What follows belongs to an exercise in optimizing a design on an open flow for small area, a short achievable clock period and few clock cycles; a production flow would make more cautious choices.
RTL that was checked went through simulation tests only; none was proved equivalent to the original.
For runs 2 to 4, only the layout was checked, not whether the RTL still works.
Power figures rest on the tool's default switching activity, not on a simulated workload.

==> design/flow/design.v <==
module axi_lite_slave #(
    parameter ADDR_WIDTH = 6,
    parameter DATA_WIDTH = 32
)(
    input  logic                   clk,
    input  logic                   resetn,
    input  logic [ADDR_WIDTH-1:0]  AWADDR,
    input  logic                   AWVALID,
    output logic                   AWREADY,
    input  logic [DATA_WIDTH-1:0]  WDATA,
    input  logic                   WVALID,
    output logic                   WREADY,
    output logic [1:0]             BRESP,
    output logic                   BVALID,
    input  logic                   BREADY,
    input  logic [ADDR_WIDTH-1:0]  ARADDR,
    input  logic                   ARVALID,
    output logic                   ARREADY,
    output logic [DATA_WIDTH-1:0]  RDATA,
    output logic [1:0]             RRESP,
    output logic                   RVALID,
    input  logic                   RREADY
);
    localparam NWORDS = 1 << ADDR_WIDTH;
    logic [DATA_WIDTH-1:0] mem[0:NWORDS-1];
    assign BRESP = 2'b00;
    assign RRESP = 2'b00;
    logic [ADDR_WIDTH-1:0] wa_q;
    logic [DATA_WIDTH-1:0] wd_q;
    logic                  wa_v, wd_v;
    logic [2:0]            bcnt;        
    wire aw_hs = AWVALID && AWREADY;
    wire w_hs  = WVALID && WREADY;
    wire b_hs  = BVALID && BREADY;
    wire wgo   = wa_v && wd_v;          
    wire wa_v_n = aw_hs || (wa_v && !wgo);
    wire wd_v_n = w_hs  || (wd_v && !wgo);
    wire pair   = wa_v_n && wd_v_n;     
    logic [2:0] bcnt_n;
    always_comb begin
        case ({pair, b_hs})
            2'b10:   bcnt_n = bcnt + 3'd1;
            2'b01:   bcnt_n = bcnt - 3'd1;
            default: bcnt_n = bcnt;
        endcase
    end
    always_ff @(posedge clk) begin
        if (aw_hs) wa_q <= AWADDR;
        if (w_hs)  wd_q <= WDATA;
    end
    localparam LO_W = ADDR_WIDTH / 2;
    localparam HI_W = ADDR_WIDTH - LO_W;
    wire [ADDR_WIDTH-1:0] wa_n = aw_hs ? AWADDR : wa_q;
    logic [(1<<HI_W)-1:0] we_hi;        
    logic [(1<<LO_W)-1:0] we_lo;        
    always_ff @(posedge clk or negedge resetn) begin
        if (!resetn) begin
            we_hi <= '0;
            we_lo <= '0;
        end else begin
            for (int j = 0; j < (1<<HI_W); j++)
                we_hi[j] <= pair && (wa_n[ADDR_WIDTH-1:LO_W] == j);
            for (int j = 0; j < (1<<LO_W); j++)
                we_lo[j] <= (wa_n[LO_W-1:0] == j);
        end
    end
    genvar gi;
    generate
        for (gi = 0; gi < NWORDS; gi = gi + 1) begin : g_word
            always_ff @(posedge clk)
                if (we_hi[gi >> LO_W] && we_lo[gi % (1<<LO_W)]) mem[gi] <= wd_q;
        end
    endgenerate
    always_ff @(posedge clk or negedge resetn) begin
        if (!resetn) begin
            wa_v    <= 1'b0;
            wd_v    <= 1'b0;
            bcnt    <= 3'd0;
            BVALID  <= 1'b0;
            AWREADY <= 1'b0;
            WREADY  <= 1'b0;
        end else begin
            wa_v    <= wa_v_n;
            wd_v    <= wd_v_n;
            bcnt    <= bcnt_n;
            BVALID  <= (bcnt_n != 3'd0);
            AWREADY <= (!wa_v_n || wd_v_n) && !bcnt_n[2];
            WREADY  <= (!wd_v_n || wa_v_n) && !bcnt_n[2];
        end
    end
    logic [ADDR_WIDTH-1:0] q0, q1;
    logic [NWORDS-1:0]     q0_oh;
    logic                  q0_v, q1_v;
    wire ar_hs = ARVALID && ARREADY;
    wire rload = q0_v && (!RVALID || RREADY);
    wire q0_v_n = rload ? (q1_v || ar_hs) : (q0_v || ar_hs);
    wire q1_v_n = rload ? (q1_v && ar_hs) : (q1_v || (q0_v && ar_hs));
    wire rvalid_n = rload || (RVALID && !RREADY);
    wire [1:0] occ_n = {1'b0, q0_v_n} + {1'b0, q1_v_n} + {1'b0, rvalid_n};
    wire [ADDR_WIDTH-1:0] q0_n = (rload || !q0_v) ? (q1_v ? q1 : ARADDR) : q0;
    logic [DATA_WIDTH-1:0] rd;
    always_comb begin
        rd = '0;
        for (int i = 0; i < NWORDS; i++)
            rd = rd | ({DATA_WIDTH{q0_oh[i]}} & mem[i]);
    end
    always_ff @(posedge clk) begin
        q0 <= q0_n;
        for (int i = 0; i < NWORDS; i++)
            q0_oh[i] <= (q0_n == i);
        if (ar_hs) q1 <= ARADDR;
    end
    always_ff @(posedge clk or negedge resetn) begin
        if (!resetn)
            RDATA <= '0;
        else if (rload)
            RDATA <= rd;
    end
    always_ff @(posedge clk or negedge resetn) begin
        if (!resetn) begin
            q0_v    <= 1'b0;
            q1_v    <= 1'b0;
            RVALID  <= 1'b0;
            ARREADY <= 1'b0;
        end else begin
            q0_v    <= q0_v_n;
            q1_v    <= q1_v_n;
            RVALID  <= rvalid_n;
            ARREADY <= (occ_n != 2'd3);
        end
    end
endmodule
==> design/flow/run.sh <==
#!/bin/bash
# synth_recipe.tcl (not shown) runs the flow's synth.tcl, then flattens the netlist and writes it again
# the make line also repeats each setting of config.mk as NAME=value (left out here)
make -C /OpenROAD-flow-scripts/flow DESIGN_CONFIG=/design/flow/config.mk WORK_HOME=/design/flow/orfs CLKGATE_MAP_FILE= SYNTH_SCRIPT=/design/flow/synth_recipe.tcl finish
==> design/flow/config.mk <==
export PLATFORM = sky130hd
export DESIGN_NAME = axi_lite_slave
export DESIGN_NICKNAME = axi_lite_slave
export VERILOG_FILES = /design/flow/design.v
export SDC_FILE = /design/flow/constraint.sdc
export NUM_CORES = 4
export LEC_CHECK = 0
export ABC_CLOCK_PERIOD_IN_PS = 2300
export CAP_MARGIN = 20
export CORE_MARGIN = 2
export CORE_UTILIZATION = 60
export CTS_CLUSTER_DIAMETER = 60
export CTS_CLUSTER_SIZE = 20
export SETUP_SLACK_MARGIN = 2.55
export SLEW_MARGIN = 20
==> design/flow/constraint.sdc <==
create_clock -name core_clock -period 5.0 [get_ports {clk}]
set_input_delay 1.0000 -clock core_clock [delete_from_list [all_inputs] [get_ports {clk}]]
set_output_delay 1.0000 -clock core_clock [all_outputs]
set_load 0.01 [all_outputs]
==> results of run 1 <==
==> cells in the mapped netlist, types with 7 or more instances <==
| cell | n |
|---|---|
| sky130_fd_sc_hd__nand2_1 | 34 |
| sky130_fd_sc_hd__a22o_1 | 256 |
| sky130_fd_sc_hd__and2_1 | 66 |
| sky130_fd_sc_hd__dfxtp_1 | 76 |
| sky130_fd_sc_hd__clkbuf_1 | 63 |
| sky130_fd_sc_hd__buf_6 | 14 |
| sky130_fd_sc_hd__a221oi_1 | 216 |
| sky130_fd_sc_hd__edfxtp_1 | 2086 |
| sky130_fd_sc_hd__a221oi_2 | 40 |
| sky130_fd_sc_hd__buf_4 | 7 |
| sky130_fd_sc_hd__buf_2 | 122 |
| sky130_fd_sc_hd__a21oi_1 | 36 |
| sky130_fd_sc_hd__nor2_1 | 109 |
| sky130_fd_sc_hd__nor3_1 | 38 |
| sky130_fd_sc_hd__nand3_1 | 96 |
| sky130_fd_sc_hd__inv_1 | 19 |
| sky130_fd_sc_hd__a22oi_1 | 512 |
| sky130_fd_sc_hd__nor4_1 | 32 |
| sky130_fd_sc_hd__nand4_1 | 128 |
| sky130_fd_sc_hd__dfrtp_1 | 60 |
| sky130_fd_sc_hd__mux2i_1 | 11 |
==> final timing paths <==
path	depth (start not counted)	start	endpoint	slack, ns
setup / recovery	2	we_lo[7]$_DFF_PN0_	mem[31][17]$_DFFE_PP_	2.42
hold / removal	1	resetn	wd_v$_DFF_PN0_	0.31
setup reg to reg	2	we_lo[7]$_DFF_PN0_	mem[31][17]$_DFFE_PP_	2.42
hold reg to reg	1	wa_q[5]$_DFF_P_	wa_q[5]$_DFF_P_	0.51
max in group asynchronous	2	resetn	RDATA[31]$_DFFE_PN0P_	3.35
min in group core_clock	1	wa_q[5]$_DFF_P_	wa_q[5]$_DFF_P_	0.51
==> metrics by stage <==
step	utilization	setup slack [ns]	hold WS [ns]	total power [W]
2_1_floorplan	-	2.27	0.455	0.0251
3_3_place_gp	0.636	1.40	0.472	0.0281
3_5_place_dp	0.636	1.49	0.489	0.0282
4_1_cts	0.674	2.43	0.291	0.0406
5_1_grt	0.675	2.48	0.308	0.0417
6_report	0.675	2.42	0.312	0.0411
==> cells in the final DEF (no fill, tap or decap), drive strengths merged, types with 8 or more instances in the layout <==
cell type	n
clkbuf	206
nand2	38
nand4	128
dfxtp	76
edfxtp	2086
inv	35
bufinv	11
diode	19
nor3	38
nor4	32
a22o	256
o32ai	8
buf	242
a221oi	256
and2	67
dfrtp	60
a22oi	512
mux2i	11
clkinv	25
nor2	109
nand3	96
a21oi	36
clkdlybuf4s50	48
==> worst max-delay path, cell delays in order, from the launching register on <==
cell and delay (ns):
sky130_fd_sc_hd__dfrtp_1 0.53, sky130_fd_sc_hd__and2_2 0.99, sky130_fd_sc_hd__buf_4 0.65
==> registers in the layout, summed over array words and instances, names as in the netlist <==
signal,flops
ARREADY,1
AWREADY,1
BVALID,1
RDATA,32
RVALID,1
WREADY,1
bcnt,3
mem,2048
q0,6
q0_oh,64
q0_v,1
q1,6
q1_v,1
wa_q,6
wa_v,1
wd_q,32
wd_v,1
we_hi,8
we_lo,8
==> final cells by class <==
type	count	area, um^2
Fill cell	8585	42100
Sequential cell	2222	65800
Timing Repair Buffer	292	2590
Clock inverter	57	651
Clock buffer	206	4200
Inverter	20	75.1
Antenna cell	19	47.5
Multi-Input combinational cell	1619	12100
Tap cell	1742	2180
==> layer usage <==
layer / up-vias / global-route usage / share of wire
li1: 17600 / - / -
met1: 25600 / 0.648 / 0.32
met2: 5947 / 0.687 / 0.42
met3: 1367 / 0.162 / 0.18
met4: 22 / 0.323 / 0.086
met5: - / 0 / 0.0013
==> kinds of logic after synthesis <==
logic type,after synthesis,synth area share
AOI/OAI and AO/OA,1081,0.115
xor gates and xnor gates,3,0.000334
adders and majority gates,3,0.000667
buffers and inverters,230,0.0146
DFF,2222,0.834
muxes,14,0.00183
other,1,0.0000476
and+or+nand+nor,512,0.0340
==> what timing repair did <==
item                       in CTS  in global routing
setup buffers                   8                  2
setup endpoints to repair     141                106
cloned                          2                  0
hold buffers                    0                  0
gates resized for setup       201                 21
pin swaps                       1                  3
==> report_power, final <==
group          internal, W  switching, W
combinational      0.00167       0.00401
sequential          0.0215       0.00114
clock              0.00651       0.00628
==> run summary, run 1 <==
- Of the post-synthesis cell area, the dominant cell type holds 0.795.
- The worst setup path is captured at a flop.
- The total standard cell area after synthesis is 78800 um^2.
- The H-tree generated during clock tree synthesis spans 4 levels.
- The tool flagged a number of max-cap violations equal to 0.
- The flow ran to the end and the layout has no timing, DRC or antenna violations.
- The routed design could run at a clock period as short as 2.58 ns.
- The root buffer cell chosen for the clock tree is sky130_fd_sc_hd__clkbuf_16.
- The number of endpoints failing setup at the final stage is 0.
- The normalized max-slew margin is 0.0839.
- In this run the worst path has a maximum fanout of 17.
- Measured along the y axis, the die boundary spans 366 um.
- After routing, the total negative slack on setup checks comes to 0 ns.
- The initial utilization of the core area, before any placement, comes to 0.607.
- Counting along the longest clock path gives a buffer depth of 3.
- After detailed routing, the average wire length per cell comes to 53.0 um.
- The number of enable-type register cells in the synthesized netlist is 2086.
- The critical path in this run is classified as reg2reg.
- The final layout net count is 4353.
- From synthesis to final layout, the design area changed by 11.3%.
- In this run, synthesis produced a sequential element count of 2222.
- In this run the remaining antenna-violating nets after routing total 0.
- The number of different library cells in the post-synthesis netlist is 44.
- The power per unit of standard cell area is 469 nW/um^2.
- After routing the design area is 87700 um^2.
- The analysis attributes to cell leakage a power of 27.6 nW.
- Based on the critical path, the design can be clocked at up to 388 MHz.
- The top flip-flop cell by instance count after synthesis is sky130_fd_sc_hd__edfxtp_1.
- Of the cells placed in the final design, the portion with a size suffix greater than 1 is 0.155.
- The element type at the critical path start is a flop.
- The yosys synthesis warning count is 2.
- The portion of the clock cycle consumed by the worst path in the final layout is 0.515.
- For the worst setup path, the data required time is 5.44 ns.
- The biggest area contributor in the post-synthesis netlist is sky130_fd_sc_hd__edfxtp_1.
- The floorplan step defined a die boundary enclosing 134000 um^2.
- Buffers placed on the I/O ports in this run total 87.
- The worst clock skew is 0.0244 ns.
- Entering global routing, the biggest net connects 65 pins.
- The placed instances occupy a cell area of 82600 um^2.
- The arrival time at the worst endpoint is 3.02 ns.
- VDD sags by at most 0.000400 V.
- The actual slew at the worst max-slew pin is 1.37 ns.
- The area of the core region is 130000 um^2.
- Counting every instance in the synthesized netlist gives 4066.
- The portion of the post-synthesis area used by sequential elements is 0.834.
- The clock slew seen by the registers of the worst setup and hold paths is 0.08 ns.
- In the routed layout, each cell is associated on average with a via count of 8.19.
- The overall overflow remaining after global route is 0.
- The first routing iteration left 12.4k violations.
- The number of buffers added by the clock tree synthesis step is 144.
- The x dimension of the die is 366 um.
- The class of the most critical hold timing path is in2async.
- The floorplan has 132 rows.
- The number of sinks driven by the clock tree is 2222.
- The first-pass GRT wire length is 424 mm.
- The routed wire length is 328 mm.
- For this design the top-level I/O count stands at 92.
- The first detailed-routing pass ran for 9 iterations.
- TritonCTS built the clock tree.
- The number of global-route vias before repair was 46.0k.
- The via count of the routed design is 50.6k.
- The initial antenna violation count is 16.
- The cell count after placement is 5882.
- In the synthesized netlist the async set-or-reset flop fraction comes to 0.0270.
- Yosys attributes the largest share of cell area to sky130_fd_sc_hd__edfxtp_1 80%, sky130_fd_sc_hd__a22oi_1 4.9%, sky130_fd_sc_hd__a22o_1 2.8%.
- Routability-driven placement finished with a final weighted congestion of 0.911.
- Setup repair after global routing could not meet its margin everywhere.
- After the flow finishes, the layout carries non-filler instances totaling 6177.
- The hold violation count in the final report is 0.
- The final routed DRC violation total is 0.
- The clock reaches the later pin of the worst-skew pair after 0.82 ns.
- For this run, the total global-route usage over all layers was measured as 0.486.
- The sum of net half-perimeters after detailed placement is 177 mm.
- The synthesized area per cell is 19.4 um^2.
- The number of pins exceeding their max-slew limit in the final report was 0.
Testbench counts, summed over its fixed seeds: cycles 3,216.
==> run 2: changes to the inputs <==
--- a/design/flow/design.v
+++ b/design/flow/design.v
@@ -93,8 +93,12 @@
     logic                  q0_v, q1_v;
+    logic [DATA_WIDTH-1:0] rd_q;
+    logic                  rd_v;
     wire ar_hs = ARVALID && ARREADY;
-    wire rload = q0_v && (!RVALID || RREADY);
+    wire rmove = rd_v && (!RVALID || RREADY);      
+    wire rload = q0_v && (!rd_v || rmove);         
     wire q0_v_n = rload ? (q1_v || ar_hs) : (q0_v || ar_hs);
     wire q1_v_n = rload ? (q1_v && ar_hs) : (q1_v || (q0_v && ar_hs));
-    wire rvalid_n = rload || (RVALID && !RREADY);
-    wire [1:0] occ_n = {1'b0, q0_v_n} + {1'b0, q1_v_n} + {1'b0, rvalid_n};
+    wire rd_v_n = rload || (rd_v && !rmove);
+    wire rvalid_n = rmove || (RVALID && !RREADY);
+    wire [2:0] occ_n = {2'b00, q0_v_n} + {2'b00, q1_v_n} + {2'b00, rd_v_n} + {2'b00, rvalid_n};
     wire [ADDR_WIDTH-1:0] q0_n = (rload || !q0_v) ? (q1_v ? q1 : ARADDR) : q0;
@@ -111,2 +115,3 @@
         if (ar_hs) q1 <= ARADDR;
+        if (rload) rd_q <= rd;
     end
@@ -115,4 +120,4 @@
             RDATA <= '0;
-        else if (rload)
-            RDATA <= rd;
+        else if (rmove)
+            RDATA <= rd_q;
     end
@@ -122,2 +127,3 @@
             q1_v    <= 1'b0;
+            rd_v    <= 1'b0;
             RVALID  <= 1'b0;
@@ -127,4 +133,5 @@
             q1_v    <= q1_v_n;
+            rd_v    <= rd_v_n;
             RVALID  <= rvalid_n;
-            ARREADY <= (occ_n != 2'd3);
+            ARREADY <= (occ_n != 3'd4);
         end
--- a/design/flow/config.mk
+++ b/design/flow/config.mk
@@ -10,6 +10,6 @@
 export CORE_MARGIN = 2
-export CORE_UTILIZATION = 60
+export CORE_UTILIZATION = 65
 export CTS_CLUSTER_DIAMETER = 60
 export CTS_CLUSTER_SIZE = 20
-export SETUP_SLACK_MARGIN = 2.55
+export SETUP_SLACK_MARGIN = 2.7
 export SLEW_MARGIN = 20
==> run summary, run 2 <==
- The flow ran to the end and the layout has no timing, DRC or antenna violations.
- The average routed wire per standard cell was 54.4 um (+2.5%).
- The DRC marker count from the first detailed-route iteration is 11.8k (-4.7%).
- The class of the most critical hold timing path is in2async.
- The largest fanout on the critical path is 20 (+3).
- The arrival time at the worst endpoint is 2.98 ns (-0.04 ns).
- The power per unit of standard cell area is 462 nW/um^2 (-1.5%).
- The number of flip-flops under the largest register name is 2048 (unchanged).
- The fmax is 392 MHz (+0.93%).
- The cell count after placement came to 5622 (-4.4%).
- TritonCTS built the clock tree.
- The worst setup path is launched from a flop.
- The initial antenna violation count is 20 (+4).
- The register area is 66800 um^2 (+1.5%).
- The area added between synthesis and finish is 12.9%.
- The minimum period implied by the final worst setup slack was 2.55 ns (-0.0238 ns).
- The x dimension of the die is 354 um (-3.4%).
- The part of the power in the clock network is 0.290 (-0.021).
- The yosys synthesis warning count was 2 (unchanged).
- The largest registers in the layout are mem (2048), q0_oh (64).
- The number of rows created at floorplan is 128 (-3.0%).
- The total of fill cells in the finished design is 6920 (-19%).
- The number of different library cells in the post-synthesis netlist is 43 (-2.3%).
- The switching power summed over all nets was 0.0113 W (-0.84%).
- The fraction of power consumed by combinational cells is 0.165 (+0.027).
- The length of the first detailed-routing pass in iterations is 7 (-2).
- The largest net degree at the start of global routing is 65 (unchanged).
- The number of enable-type register cells in the synthesized netlist is 2118 (+1.5%).
- The detail-routed via count per cell came to 8.58 (+4.8%).
- The share of post-route cells with drive strength above 1 is 0.172 (+0.0172).
- In the layout the commonest cells are 2118 x sky130_fd_sc_hd__edfxtp_1, 511 x sky130_fd_sc_hd__a22o_1, 468 x sky130_fd_sc_hd__a221oi_1, 156 x sky130_fd_sc_hd__buf_4, 152 x sky130_fd_sc_hd__clkbuf_16.
- The synthesized area per cell was 20.1 um^2 (+4.0%).
- The fraction of post-synthesis cell area in the top cell type by area came to 0.800 (+0.00483).
- The leading cell type in the layout, fill and taps excluded is sky130_fd_sc_hd__edfxtp_1.
- By count the netlist is led by 2118 x sky130_fd_sc_hd__edfxtp_1, 512 x sky130_fd_sc_hd__a221oi_1, 512 x sky130_fd_sc_hd__a22o_1, 128 x sky130_fd_sc_hd__nand4_1, 110 x sky130_fd_sc_hd__clkbuf_1.
- The overall overflow remaining after global route was 0 (unchanged).
- The endpoint identified for the worst register-to-register timing path is mem[55][7]$_DFFE_PP_.
- The H-tree depth reported by CTS is 4 (unchanged).
- The leakage power summed over all cells was 28.6 nW (+3.7%).
- For this run, the leading register cell type out of synthesis is sky130_fd_sc_hd__edfxtp_1.
- The starting density of the core is 0.654 (+0.0472).
- The final layout net count is 4286 (-1.5%).
- The vertical die dimension is 354 um (-3.4%).
- The clock tree buffer depth is 3 (unchanged).
- The xor and xnor area share after synthesis is 0.000331 (-0.00000305).
- The worst setup path startpoint is we_hi[6]$_DFF_PN0_.
- The setup slack of the most critical reg-to-reg path was 2.45 ns (+0.02 ns).
- Setup repair after global routing could not meet its margin everywhere.
- The area of the core region came to 122000 um^2 (-6.4%).
- The first-pass GRT wire length is 417 mm (-1.7%).
- The power share of the sequential group was 0.545 (-0.006).
- The number of pins exceeding their max-slew limit in the final report is 0 (unchanged).
- The port buffer count is 87 (unchanged).
- The final weighted congestion in routability-driven placement is 0.897 (-1.5%).
- The sum of net half-perimeters after detailed placement was 154 mm (-13%).
- In this run the critical register-to-register path is launched from we_hi[6]$_DFF_PN0_.
- The number of sinks driven by the clock tree is 2255 (+1.5%).
- The most frequent cell after synthesis is sky130_fd_sc_hd__edfxtp_1.
- The share of synthesized registers carrying an async set or reset is 0.0271 (+0.0000483).
- The portion of the clock cycle consumed by the worst path in the final layout is 0.510 (-0.00476).
- The number of endpoints failing setup at the final stage is 0 (unchanged).
- The gate count after technology mapping is 3945 (-3.0%).
- The number of global-route vias before repair is 46.7k (+1.3%).
- The via count of the routed design came to 51.4k (+1.6%).
- The area of the die was 125000 um^2 (-6.8%).
- The type of destination of the critical path is a flop.
- The top-level port count is 92 (unchanged).
- The net switching fraction of the power is 0.274 (-0.00473).
- The final routed DRC violation total is 0 (unchanged).
- The final sum of negative setup slack is 0 ns (unchanged).
- The quantity of hold-fixing buffers added after cts is 0 (unchanged).
- The cell type with the largest total area after synthesis is sky130_fd_sc_hd__edfxtp_1.
- The final cell count without fillers is 5986 (-3.1%).
- The portion of the post-synthesis area used by sequential elements was 0.839 (+0.00479).
- The data required time of the critical path is 5.43 ns (about the same).
- The proportion of synthesized area in mux cells was 0.00664 (+0.00482).
- The routed wire length is 325 mm (-0.69%).
- The actual slew at the worst max-slew pin came to 1.29 ns (-0.0820 ns).
- The worst clock skew came to 0.0224 ns (-0.00197 ns).
- The remaining antenna violation count after routing is 0 (unchanged).
- The cell-internal power was 0.0301 W (+1.5%).
- The register with the most flip-flops is mem.
- The number of cell instances on the worst register-to-register path came to 2 (unchanged).
- The clock insertion delay at the later pin of the skew report is 0.79 ns (-0.03 ns).
- The combined area of the multi-input logic cells is 12400 um^2 (+2.6%).
- The total standard cell area after synthesis is 79500 um^2 (+0.92%).
- The synthesized-area fraction occupied by ao, oa, aoi and oai cells is 0.115 (+0.000275).
- The worst vdd rail ir drop came to 0.000480 V (+20%).
- The area share of fa/ha/maj cells after synthesis is 0.000976 (+0.000309).
- The cell sitting at the root of the clock tree is a sky130_fd_sc_hd__clkbuf_16.
- Ranked by total cell area, the synthesized netlist is headed by sky130_fd_sc_hd__edfxtp_1 80%, sky130_fd_sc_hd__a221oi_1 5.6%, sky130_fd_sc_hd__a22o_1 5.6%.
- The basic-gate share of the synthesized area counting and, or, nand and nor cells is 0.0262 (-0.00787).
- The global-route usage over all layers is 0.513 (+0.0273).
- The register bit total from synthesis was 2255 (+1.5%).
- The largest family of logic cells by synthesized area is compound AO/OA/AOI/OAI gates.
- The number of max-cap violations is 0 (unchanged).
- The path type of the worst setup path is reg2reg.
- The normalized max-slew margin is 0.139 (+0.0547).
- The clock slew seen by the registers of the worst setup and hold paths came to 0.08 ns (about the same).
- The hold violation count in the final report is 0 (unchanged).
- The number of buffers added by the clock tree synthesis step is 143 (-0.69%).
## run 2: cell count changes in the layout (fill, tap and decap cells not counted), sizes merged, moves of 18 or more
cell and delta:
a21oi -30, nor2 -27, mux2 +34, edfxtp +32, diode +18, nand2 -26, nor4 -32, a22o +256
a221oi +256, or4 +32, nand3 -96, a22oi -512, buf +44, nor3 -26
## run 2: power by group through the flow
| stage | Clock, W | Combinational (W) | Sequential (W) |
|---|---|---|---|
| final | 0.0120 | 0.00685 | 0.0226 |
| after global routing | 0.0125 | 0.00679 | 0.0226 |
| after CTS | 0.0119 | 0.00609 | 0.0226 |
| after detailed placement | 0 | 0.00571 | 0.0230 |
| after global placement | 0 | 0.00559 | 0.0230 |
| after floorplan | 0 | 0.00252 | 0.0232 |
## run 2: layout make-up
class,instances,area share
inverters,15,0.000655
diodes,37,0.00103
clock buffers,187,0.0428
flip-flops and latches,2255,0.744
repair buffers,346,0.0443
well taps,1625,0.0227
clock inverters,52,0.00565
multi-input cells,1469,0.139
## run 2: critical path, cell delays in order (launching register included)
cell                      delay [ns]
sky130_fd_sc_hd__dfrtp_1        0.75
sky130_fd_sc_hd__and2_4         0.81
sky130_fd_sc_hd__buf_4          0.54
## run 2: logic make-up after synthesis
group / count (synthesis)
DFF: 2255
AOI/OAI and AO/OA: 1052
and+or+nand+nor: 357
buffers and inverters: 225
muxes: 47
adders and majority gates: 5
xor gates and xnor gates: 3
other: 1
## run 2: how the worst max path moves through the flow
stage               cells past startpoint  slack (ns)                    to
global route                            1        2.57             RDATA[16]
finish                                  2        2.45  mem[55][7]$_DFFE_PP_
floorplan                              10        2.42      BVALID$_DFF_PN0_
detailed placement                     11        1.66      BVALID$_DFF_PN0_
global placement                       11        1.67     ARREADY$_DFF_PN0_
CTS                                     1        2.49             RDATA[16]
## run 2: layer usage
layer  vias up  part of all wire  GRT usage
met5         -            0.0013    0.00566
met4        16             0.088      0.321
met3      1655              0.21      0.237
met2      6805              0.40      0.693
met1     25300              0.30      0.680
li1      17600                 -          -
## run 2: stage by stage
stage / hold WS (ns) / area [um^2] / power [W] / utilization / worst slack, ns
CTS: 0.196 / 88600 / 0.0405 / 0.729 / 2.49
finish: 0.193 / 89800 / 0.0415 / 0.738 / 2.45
global placement: 0.448 / 83000 / 0.0286 / 0.683 / 1.67
floorplan: 0.432 / 79600 / 0.0257 / - / 2.42
global route: 0.205 / 89700 / 0.0419 / 0.738 / 2.57
detailed placement: 0.465 / 83000 / 0.0287 / 0.683 / 1.66
## run 2: what timing repair did
| item | CTS | global route |
|---|---|---|
| cloned | 4 | 8 |
| pin swaps | 16 | 18 |
| setup endpoints to repair | 501 | 261 |
| resized for setup | 384 | 105 |
| buffers inserted | 41 | 35 |
==> run 3: changes to the inputs <==
--- a/design/flow/design.v
+++ b/design/flow/design.v
@@ -93,19 +93,34 @@
     logic                  q0_v, q1_v;
-    logic [DATA_WIDTH-1:0] rd_q;
-    logic                  rd_v;
     wire ar_hs = ARVALID && ARREADY;
-    wire rmove = rd_v && (!RVALID || RREADY);      
-    wire rload = q0_v && (!rd_v || rmove);         
+    wire rload = q0_v && (!RVALID || RREADY);
     wire q0_v_n = rload ? (q1_v || ar_hs) : (q0_v || ar_hs);
     wire q1_v_n = rload ? (q1_v && ar_hs) : (q1_v || (q0_v && ar_hs));
-    wire rd_v_n = rload || (rd_v && !rmove);
-    wire rvalid_n = rmove || (RVALID && !RREADY);
-    wire [2:0] occ_n = {2'b00, q0_v_n} + {2'b00, q1_v_n} + {2'b00, rd_v_n} + {2'b00, rvalid_n};
+    wire rvalid_n = rload || (RVALID && !RREADY);
+    wire [1:0] occ_n = {1'b0, q0_v_n} + {1'b0, q1_v_n} + {1'b0, rvalid_n};
     wire [ADDR_WIDTH-1:0] q0_n = (rload || !q0_v) ? (q1_v ? q1 : ARADDR) : q0;
+    localparam NG = (NWORDS + 2) / 3;
     logic [DATA_WIDTH-1:0] rd;
-    always_comb begin
-        rd = '0;
-        for (int i = 0; i < NWORDS; i++)
-            rd = rd | ({DATA_WIDTH{q0_oh[i]}} & mem[i]);
-    end
+    logic [NG-1:0]         rd_n [DATA_WIDTH];
+    genvar gb, gg;
+    generate
+        for (gb = 0; gb < DATA_WIDTH; gb = gb + 1) begin : g_rbit
+            for (gg = 0; gg < NG; gg = gg + 1) begin : g_grp
+                if (3*gg + 2 < NWORDS) begin : g3
+                    rd_aoi3 u_aoi (
+                        .s0(q0_oh[3*gg]),   .d0(mem[3*gg][gb]),
+                        .s1(q0_oh[3*gg+1]), .d1(mem[3*gg+1][gb]),
+                        .s2(q0_oh[3*gg+2]), .d2(mem[3*gg+2][gb]),
+                        .y(rd_n[gb][gg]));
+                end else if (3*gg + 1 < NWORDS) begin : g2
+                    rd_aoi2 u_aoi (
+                        .s0(q0_oh[3*gg]),   .d0(mem[3*gg][gb]),
+                        .s1(q0_oh[3*gg+1]), .d1(mem[3*gg+1][gb]),
+                        .y(rd_n[gb][gg]));
+                end else begin : g1
+                    assign rd_n[gb][gg] = !(q0_oh[3*gg] && mem[3*gg][gb]);
+                end
+            end
+            assign rd[gb] = !(&rd_n[gb]);
+        end
+    endgenerate
     always_ff @(posedge clk) begin
@@ -115,3 +130,2 @@
         if (ar_hs) q1 <= ARADDR;
-        if (rload) rd_q <= rd;
     end
@@ -120,4 +134,4 @@
             RDATA <= '0;
-        else if (rmove)
-            RDATA <= rd_q;
+        else if (rload)
+            RDATA <= rd;
     end
@@ -127,3 +141,2 @@
             q1_v    <= 1'b0;
-            rd_v    <= 1'b0;
             RVALID  <= 1'b0;
@@ -133,5 +146,4 @@
             q1_v    <= q1_v_n;
-            rd_v    <= rd_v_n;
             RVALID  <= rvalid_n;
-            ARREADY <= (occ_n != 3'd4);
+            ARREADY <= (occ_n != 2'd3);
         end
@@ -139 +151,13 @@
 endmodule
+module rd_aoi3 (
+    input  logic s0, d0, s1, d1, s2, d2,
+    output logic y
+);
+    assign y = !((s0 && d0) || (s1 && d1) || (s2 && d2));
+endmodule
+module rd_aoi2 (
+    input  logic s0, d0, s1, d1,
+    output logic y
+);
+    assign y = !((s0 && d0) || (s1 && d1));
+endmodule
--- a/design/flow/config.mk
+++ b/design/flow/config.mk
@@ -15 +15,2 @@
 export SLEW_MARGIN = 20
+export SYNTH_HIERARCHICAL = 1
==> run summary, run 3 <==
- The number of sinks driven by the clock tree is 2222 (-1.5%).
- The yosys synthesis warning count is 11 (+9).
- The actual slew at the worst max-slew pin is 1.15 ns (-0.140 ns).
- The number of global-route vias before repair is 40.5k (-13%).
- The share of synthesized registers carrying an async set or reset was 0.0270 (-0.0000483).
- After synthesis, the most frequently instantiated cells are 2086 x sky130_fd_sc_hd__edfxtp_1, 736 x sky130_fd_sc_hd__a222oi_1, 128 x sky130_fd_sc_hd__nand4_1, 76 x sky130_fd_sc_hd__dfxtp_1, 69 x sky130_fd_sc_hd__and2_1.
- From synthesis to final layout, the design area changed by 12.4%.
- The cell count after placement is 5177 (-7.9%).
- The switching power summed over all nets was 0.0117 W (+3.3%).
- The routed wire length was 227 mm (-30%).
- The largest family of logic cells by synthesized area is compound AO/OA/AOI/OAI gates.
- The top flip-flop cell by instance count after synthesis is sky130_fd_sc_hd__edfxtp_1.
- The largest fanout on the critical path is 16 (-20%).
- The length of the first detailed-routing pass in iterations came to 14 (+7).
- The clock insertion delay at the later pin of the skew report is 0.78 ns (about the same).
- The arrival time at the worst endpoint is 3.14 ns (+0.16 ns).
- The clock tree buffer depth is 3 (unchanged).
- The number of pins exceeding their max-slew limit in the final report came to 0 (unchanged).
- The remaining antenna violation count after routing came to 0 (unchanged).
- The xor and xnor area share after synthesis is 0.000229 (-0.000101).
- The average routed wire per standard cell was 41.3 um (-24%).
- The portion of the post-synthesis area used by sequential elements is 0.859 (+0.0203).
- The final sum of negative setup slack was 0 ns (unchanged).
- The leading cell type in the layout, fill and taps excluded is sky130_fd_sc_hd__edfxtp_1.
- The number of enable-type register cells in the synthesized netlist is 2086 (-1.5%).
- The number of max-cap violations is 0 (unchanged).
- The clock slew seen by the registers of the worst setup and hold paths was 0.08 ns (about the same).
- The path type of the worst setup path is reg2reg.
- The largest net degree at the start of global routing is 65 (unchanged).
- The class of the most critical hold timing path is in2async.
- The most common cell in the synthesized netlist is sky130_fd_sc_hd__edfxtp_1.
- In the post-synthesis netlist, the biggest area contributors are sky130_fd_sc_hd__edfxtp_1 82%, sky130_fd_sc_hd__a222oi_1 9.6%, sky130_fd_sc_hd__dfxtp_1 2.0%.
- The minimum period implied by the final worst setup slack is 2.52 ns (-0.0267 ns).
- The largest registers in the layout are mem (2048), q0_oh (64).
- The power per unit of standard cell area is 481 nW/um^2 (+4.2%).
- The via count of the routed design is 43.0k (-16%).
- The register bit total from synthesis is 2222 (-1.5%).
- The largest total area in the synthesized netlist belongs to sky130_fd_sc_hd__edfxtp_1.
- The initial antenna violation count is 8 (-60%).
- The first-pass GRT wire length is 306 mm (-27%).
- The final routed DRC violation total is 0 (unchanged).
- The number of rows created at floorplan was 125 (-2.3%).
- The cell-internal power is 0.0296 W (-1.6%).
- The leakage power summed over all cells came to 26.7 nW (-6.7%).
- The total standard cell area after synthesis is 76400 um^2 (-3.8%).
- The normalized max-slew margin is 0.232 (+0.0932).
- The global-route usage over all layers is 0.369 (-0.144).
- The proportion of synthesized area in mux cells was 0.00224 (-0.00440).
- The power share of the sequential group is 0.540 (-0.005).
- The final layout net count is 3928 (-8.4%).
- The flow ran to the end and the layout has no timing, DRC or antenna violations.
- The part of the power in the clock network was 0.283 (-0.007).
- The starting density of the core is 0.657 (+0.00316).
- The type of destination of the critical path is a flop.
- The top-level port count is 92 (unchanged).
- The detail-routed via count per cell was 7.84 (-8.6%).
- The final cell count without fillers is 5486 (-8.4%).
- The area of the die is 120000 um^2 (-3.8%).
- The hold violation count in the final report came to 0 (unchanged).
- The worst vdd rail ir drop was 0.000414 V (-14%).
- The fraction of power consumed by combinational cells was 0.177 (+0.012).
- The worst clock skew is 0.0337 ns (+0.0112 ns).
- The basic-gate share of the synthesized area counting and, or, nand and nor cells is 0.0266 (+0.000432).
- The fraction of post-synthesis cell area in the top cell type by area is 0.819 (+0.0191).
- TritonCTS built the clock tree.
- The gate count after technology mapping is 3510 (-11%).
- The area of the core region is 116000 um^2 (-4.3%).
- Leaving out fill and tap cells, the most frequent cells in the layout are 2086 x sky130_fd_sc_hd__edfxtp_1, 736 x sky130_fd_sc_hd__a222oi_1, 150 x sky130_fd_sc_hd__clkbuf_16, 132 x sky130_fd_sc_hd__buf_4, 128 x sky130_fd_sc_hd__nand4_1.
- The sum of net half-perimeters after detailed placement is 118 mm (-24%).
- The cell at the root of the clock tree is sky130_fd_sc_hd__clkbuf_16.
- The portion of the clock cycle consumed by the worst path in the final layout is 0.505 (-0.00535).
- The data required time of the critical path was 5.61 ns (+0.18 ns).
- The fmax is 396 MHz (+1.1%).
- The area share of fa/ha/maj cells after synthesis is 0.000687 (-0.000289).
- The worst setup path is launched from a flop.
- The x dimension of the die is 347 um (-1.9%).
- The number of buffers added by the clock tree synthesis step was 141 (-1.4%).
- The share of post-route cells with drive strength above 1 is 0.149 (-0.0233).
- The number of flip-flops under the largest register name came to 2048 (unchanged).
- The number of different library cells in the post-synthesis netlist came to 42 (-2.3%).
- The register with the most flip-flops in the final layout is mem.
- The number of endpoints failing setup at the final stage came to 0 (unchanged).
- The vertical die dimension came to 347 um (-1.9%).
- The H-tree depth reported by CTS came to 4 (unchanged).
- The DRC marker count from the first detailed-route iteration was 10.3k (-12%).
- The net switching fraction of the power is 0.283 (+0.00981).
- The quantity of hold-fixing buffers added after cts came to 0 (unchanged).
- The setup slack of the most critical reg-to-reg path is 2.48 ns (+0.03 ns).
- The port buffer count is 87 (unchanged).
- Setup repair after global routing could not meet its margin everywhere.
- The overall overflow remaining after global route is 0 (unchanged).
- The final weighted congestion in routability-driven placement is 0.904 (+0.81%).
- The synthesized-area fraction occupied by ao, oa, aoi and oai cells was 0.106 (-0.00867).
- The synthesized area per cell came to 21.8 um^2 (+8.1%).
[run 3: cell types whose count changed in the layout (fill, tap and decap cells not counted), sizes merged, moves of 32 or more]
cell / change
a222oi: +736
nor4: +32
a221oi: -512
diode: -33
a211oi: +34
buf: -67
nand3: +38
a22o: -512
nor2: -74
a21oi: +33
edfxtp: -32
mux2: -36
[run 3: final timing paths]
check                      depth (start not counted)              start                    end
setup / recovery                                   6  q0_oh[32]$_DFF_P_  RDATA[15]$_DFFE_PN0P_
hold / removal                                     1             resetn      bcnt[2]$_DFF_PN0_
setup reg to reg                                   6  q0_oh[32]$_DFF_P_  RDATA[15]$_DFFE_PN0P_
hold reg to reg                                    2      q0[5]$_DFF_P_          q0[5]$_DFF_P_
max in group asynchronous                          1             resetn         q0_v$_DFF_PN0_
min in group core_clock                            2      q0[5]$_DFF_P_          q0[5]$_DFF_P_
[run 3: final cells by class]
type | count | area [um^2]
inverter | 9 | 33.8
antenna | 4 | 10.0
timing repair buffer | 275 | 2800
clock inverter | 50 | 548
tap | 1524 | 1910
sequential | 2222 | 65700
fill | 6620 | 30400
clock buffer | 177 | 3790
multi-input combinational | 1225 | 11100
[run 3: worst max-delay path, stage by stage, from the launching register on]
cell	delay (ns)
sky130_fd_sc_hd__dfxtp_4	0.37
sky130_fd_sc_hd__buf_12	0.14
sky130_fd_sc_hd__clkbuf_16	0.19
sky130_fd_sc_hd__a222oi_1	0.35
sky130_fd_sc_hd__nand4_1	0.61
sky130_fd_sc_hd__nor4_4	0.50
sky130_fd_sc_hd__a31oi_1	0.16
[run 3: per-layer routing]
| metal | routed length, um | GRT usage |
|---|---|---|
| met3 | 35400 | 0.105 |
| met4 | 9780 | 0.144 |
| met2 | 103000 | 0.553 |
| met1 | 78000 | 0.523 |
| met5 | 8 | 0 |
[run 3: cells by family after synthesis]
kind of cell,after synthesis
simple gates,347
fa+ha+maj,3
compound gates,854
other cells,1
buf+inv,68
mux,13
flops,2222
xor+xnor,2
[run 3: modules after synthesis (local to each module, per instance)]
module | flops+latches | cell area, um^2 | times used | cells
axi_lite_slave | 2222 | 69700 | 1 | 2838
rd_aoi3 | 0 | 10.0 | 672 | 1
[run 3: through the flow]
stage	worst slack [ns]	instance area (um^2)	power [W]	utilization	hold slack, ns
floorplan	1.88	76500	0.0252	-	0.494
detailed placement	1.13	79900	0.0288	0.687	0.509
CTS	2.58	85100	0.0408	0.731	0.347
global route	2.50	85900	0.0422	0.739	0.401
global placement	1.13	79800	0.0286	0.686	0.514
finish	2.48	85900	0.0414	0.739	0.364
[run 3: power by group through the flow]
stage / clock network (W) / registers (W) / logic [W]
2_1_floorplan: 0 / 0.0229 / 0.00226
3_3_place_gp: 0 / 0.0227 / 0.00588
3_5_place_dp: 0 / 0.0227 / 0.00608
4_1_cts: 0.0117 / 0.0223 / 0.00676
5_1_grt: 0.0124 / 0.0224 / 0.00746
6_report: 0.0117 / 0.0223 / 0.00733
[run 3: timing repair]
action	4_1_cts	5_1_grt
endpoints found under the hold margin	0	0
gates cloned	1	12
resized for setup	305	71
pin swaps	85	73
setup buffers	37	25
endpoints found under the setup margin	139	118
==> run 4: changes to the inputs <==
--- a/design/flow/config.mk
+++ b/design/flow/config.mk
@@ -13,2 +13,3 @@
 export CTS_CLUSTER_SIZE = 20
+export PLACE_DENSITY = 0.8
 export SETUP_SLACK_MARGIN = 2.7
==> run summary, run 4 <==
- The run finished with no timing, DRC or antenna violations.
- The smallest setup slack after layout was 2.29 ns (-0.186 ns).
- The most critical setup path has its startpoint at q0_oh[39]$_DFF_P_.
- The leakage power summed over all cells is 26.9 nW (+0.61%).
- Setup repair after global routing could not meet its margin everywhere.
- The number of buffers added by the clock tree synthesis step came to 133 (-5.7%).
- The H-tree depth reported by CTS came to 4 (unchanged).
- The worst flop-to-flop path endpoint is RDATA[3]$_DFFE_PN0P_.
- The number of global-route vias before repair is 41.7k (+2.9%).
- The synthesized design spends more area on one cell type than any other, namely sky130_fd_sc_hd__edfxtp_1.
- The number of pins exceeding their max-slew limit in the final report is 0 (unchanged).
- The number of sinks driven by the clock tree is 2222 (unchanged).
- The final layout net count is 3965 (+0.94%).
- The worst setup path is captured at a flop.
- The normalized max-slew margin is 0.226 (-0.00617).
- Leaving out fill and tap cells, the most frequent cells in the layout are 2086 x sky130_fd_sc_hd__edfxtp_1, 736 x sky130_fd_sc_hd__a222oi_1, 163 x sky130_fd_sc_hd__buf_4, 150 x sky130_fd_sc_hd__clkbuf_16, 128 x sky130_fd_sc_hd__nand4_1.
- The area of the core region was 116000 um^2 (unchanged).
- The routed wire length came to 229 mm (+1.1%).
- The share of synthesized registers carrying an async set or reset is 0.0270 (unchanged).
- The minimum period implied by the final worst setup slack is 2.71 ns (+0.186 ns).
- The class of the most critical hold timing path is in2async.
- STA classifies the critical path startpoint as a flop.
- The quantity of hold-fixing buffers added after cts is 0 (unchanged).
- The worst vdd rail ir drop came to 0.000441 V (+6.7%).
- The reg-to-reg startpoint is q0_oh[39]$_DFF_P_.
- The number of enable-type register cells in the synthesized netlist is 2086 (unchanged).
- The vertical die dimension is 347 um (unchanged).
- The largest registers in the layout are mem (2048), q0_oh (64).
- By area the synthesized netlist is led by sky130_fd_sc_hd__edfxtp_1 82%, sky130_fd_sc_hd__a222oi_1 9.6%, sky130_fd_sc_hd__dfxtp_1 2.0%.
- The data required time of the critical path came to 5.61 ns (about the same).
- The total standard cell area after synthesis was 76400 um^2 (unchanged).
- The register bit total from synthesis is 2222 (unchanged).
- The global-route usage over all layers is 0.359 (-0.00987).
- The maximum single-stage delay on the critical path is 0.76 ns (+0.15 ns).
- The buffers plus inverters on the worst setup path is 1 (-1).
- The clock slew seen by the registers of the worst setup and hold paths came to 0.09 ns (about the same).
- The clock insertion delay at the later pin of the skew report came to 0.80 ns (+0.02 ns).
- The worst clock skew is 0.0472 ns (+0.0135 ns).
- The most frequent cell after synthesis is sky130_fd_sc_hd__edfxtp_1.
- The signal on the critical path passes through buf_8, a222oi_1, nand4_1, nor4_4, a31oi_1.
- The power per unit of standard cell area is 480 nW/um^2 (-0.26%).
- Counting flops per register, the top entry is mem.
- The port buffer count is 87 (unchanged).
- The yosys synthesis warning count is 11 (unchanged).
- The length of the first detailed-routing pass in iterations was 17 (+3).
- TritonCTS built the clock tree.
- The largest fanout on the critical path is 32 (+16).
- The top-level port count was 92 (unchanged).
- The detail-routed via count per cell is 8.20 (+4.6%).
- The overall overflow remaining after global route is 0 (unchanged).
- Clock tree synthesis selected as its root buffer the cell sky130_fd_sc_hd__clkbuf_16.
- The placement-stage worst setup slack is 1.12 ns (-0.0106 ns).
- The final sum of negative setup slack came to 0 ns (unchanged).
- The first-pass GRT wire length is 304 mm (-0.86%).
- The number of rows created at floorplan came to 125 (unchanged).
- The number of different library cells in the post-synthesis netlist was 42 (unchanged).
- The arrival time at the worst endpoint came to 3.32 ns (+0.18 ns).
- The top flip-flop cell by instance count after synthesis is sky130_fd_sc_hd__edfxtp_1.
- The starting density of the core is 0.657 (unchanged).
- The remaining antenna violation count after routing was 0 (unchanged).
- The number of endpoints failing setup at the final stage is 0 (unchanged).
- The share of post-route cells with drive strength above 1 is 0.160 (+0.0116).
- The final weighted congestion in routability-driven placement is 0.872 (-3.6%).
- The area of the die came to 120000 um^2 (unchanged).
- The portion of the post-synthesis area used by sequential elements was 0.859 (unchanged).
- On the critical path, the stage with the largest delay is an instance of sky130_fd_sc_hd__nor4_4.
- The setup slack of the most critical reg-to-reg path came to 2.29 ns (-0.19 ns).
- The largest net degree at the start of global routing is 65 (unchanged).
- Sorting the synthesized cells by how often they occur yields 2086 x sky130_fd_sc_hd__edfxtp_1, 736 x sky130_fd_sc_hd__a222oi_1, 128 x sky130_fd_sc_hd__nand4_1, 76 x sky130_fd_sc_hd__dfxtp_1, 69 x sky130_fd_sc_hd__and2_1.
- The gate count after technology mapping is 3510 (unchanged).
- The portion of the clock cycle consumed by the worst path in the final layout is 0.542 (+0.0372).
- The final routed DRC violation total is 0 (unchanged).
- The synthesized area per cell is 21.8 um^2 (unchanged).
- The sum of net half-perimeters after detailed placement is 113 mm (-3.7%).
- The number of cell instances on the worst register-to-register path came to 5 (-1).
- The worst hold slack was 0.367 ns (+0.00323 ns).
- The leading cell type in the layout, fill and taps excluded is sky130_fd_sc_hd__edfxtp_1.
- The actual slew at the worst max-slew pin is 1.16 ns (+0.00926 ns).
- The fraction of post-synthesis cell area in the top cell type by area is 0.819 (unchanged).
- The via count of the routed design is 45.2k (+5.2%).
- The number of flip-flops under the largest register name was 2048 (unchanged).
- The average routed wire per standard cell is 41.5 um (+0.52%).
- The area added between synthesis and finish is 12.7%.
- The hold violation count in the final report is 0 (unchanged).
- The initial antenna violation count came to 13 (+5).
- The DRC marker count from the first detailed-route iteration is 13.0k (+26%).
- The clock tree buffer depth was 3 (unchanged).
- The number of max-cap violations is 0 (unchanged).
- The x dimension of the die was 347 um (unchanged).
- The top cell family by delay on the critical path is simple AND/OR/NAND/NOR gates.
- The path type of the worst setup path is reg2reg.
- The fmax came to 369 MHz (-6.9%).
## run 4: layout make-up
cell class,count,area (um^2)
Antenna cell,3,7.51
Timing Repair Buffer,321,3310
Clock buffer,188,3680
Sequential cell,2222,65800
Fill cell,6038,30200
Multi-Input combinational cell,1224,11200
Clock inverter,26,289
Inverter,9,33.8
Tap cell,1524,1910
## run 4: logic make-up after synthesis
group	after synthesis	synth area share
other cells	1	0.0000491
buf+inv	68	0.00494
mux	13	0.00224
compound gates	854	0.106
fa+ha+maj	3	0.000687
simple gates	347	0.0266
xor+xnor	2	0.000229
flops	2222	0.859
## run 4: per-module statistics from Yosys, one instance, submodules excluded
module	flip-flops and latches	cell area [um^2]
axi_lite_slave	2222	69700
rd_aoi3	0	10.0
## run 4: report_power, final
group / switching (W) / total, W / leakage [nW] / internal (W)
clock: 0.00592 / 0.0113 / 1.93 / 0.00534
sequential: 0.000756 / 0.0224 / 20.1 / 0.0216
combinational: 0.00546 / 0.00776 / 4.82 / 0.00230
total: 0.0121 / 0.0414 / 26.9 / 0.0292
## run 4: worst max path at each step
| stage | cells after the start | end | slack (ns) |
|---|---|---|---|
| after floorplan | 8 | BVALID$_DFF_PN0_ | 1.88 |
| after global placement | 9 | BVALID$_DFF_PN0_ | 1.17 |
| after detailed placement | 9 | BVALID$_DFF_PN0_ | 1.12 |
| after CTS | 5 | RDATA[9]$_DFFE_PN0P_ | 2.53 |
| after global routing | 5 | RDATA[3]$_DFFE_PN0P_ | 2.38 |
| final | 5 | RDATA[3]$_DFFE_PN0P_ | 2.29 |
## run 4: per-stage QoR
step | cell area, um^2 | cells | utilization | power, W
floorplan | 76500 | 3513 | - | 0.0252
global placement | 79800 | 5169 | 0.686 | 0.0285
detailed placement | 79800 | 5170 | 0.686 | 0.0287
CTS | 84700 | 5426 | 0.728 | 0.0400
global route | 86200 | 5514 | 0.741 | 0.0418
finish | 86200 | 5517 | 0.741 | 0.0414
## run 4: per-layer routing
| metal | vias up | part of all wire | global-route usage |
|---|---|---|---|
| met5 | - | 0.00020 | 0 |
| met4 | 6 | 0.069 | 0.175 |
| met3 | 977 | 0.19 | 0.114 |
| met2 | 5199 | 0.44 | 0.533 |
| met1 | 22000 | 0.30 | 0.489 |
| li1 | 17100 | - | - |
## run 4: worst register-to-register path, cell delays in order (launching register included)
cell	delay, ns
sky130_fd_sc_hd__dfxtp_1	0.33
sky130_fd_sc_hd__buf_8	0.21
sky130_fd_sc_hd__a222oi_1	0.50
sky130_fd_sc_hd__nand4_1	0.54
sky130_fd_sc_hd__nor4_4	0.76
sky130_fd_sc_hd__a31oi_1	0.19
## run 4: timing repair
action	in CTS	in global routing
gates resized for setup	300	157
gates cloned	3	11
setup buffers	39	76
endpoints found under the hold margin	0	0
endpoints found under the setup margin	139	212
pin swaps	70	109

-- re-timing with driven ports --
The results above use ideal ports. As a check the final layouts listed here were re-extracted and re-timed, cells and wires unchanged. Step 1 (the two cells are an assumption about what drives the block):
set clk [get_ports {clk}]
set_driving_cell -lib_cell sky130_fd_sc_hd__clkbuf_16 $clk
set_driving_cell -lib_cell sky130_fd_sc_hd__buf_2 [delete_from_list [all_inputs] $clk]
Step 2 moves the port delays by t, midway between the first and last clock arrival at a register: inputs arrive t later, outputs are due t later. That takes back most of the time a late clock gives input paths. Slacks: no drivers / after step 1 / after step 2; pairs: no drivers / after step 1.
run | t, ns | slack for setup (ns) | worst hold slack (ns) | latest minus earliest clock arrival (ns) | worst register clock-pin slew, ns
run 1 | 0.885 | 2.425 / 2.385 / 1.798 | 0.312 / 0.258 / 0.510 | 0.028 / 0.028 | 0.09 / 0.09
run 2 | 0.859 | 2.449 / 2.449 / 1.933 | 0.193 / 0.148 / 0.475 | 0.027 / 0.027 | 0.09 / 0.09
run 3 | 0.844 | 2.475 / 2.475 / 1.827 | 0.364 / 0.304 / 0.557 | 0.036 / 0.036 | 0.09 / 0.09
run 4 | 0.856 | 2.289 / 2.289 / 1.683 | 0.367 / 0.309 / 0.554 | 0.059 / 0.060 | 0.10 / 0.10
After both steps setup and hold are still met in every run listed. The setup slack of run 3, which loses most, moves by 0.000 ns with the drivers and by -0.648 ns with both steps.
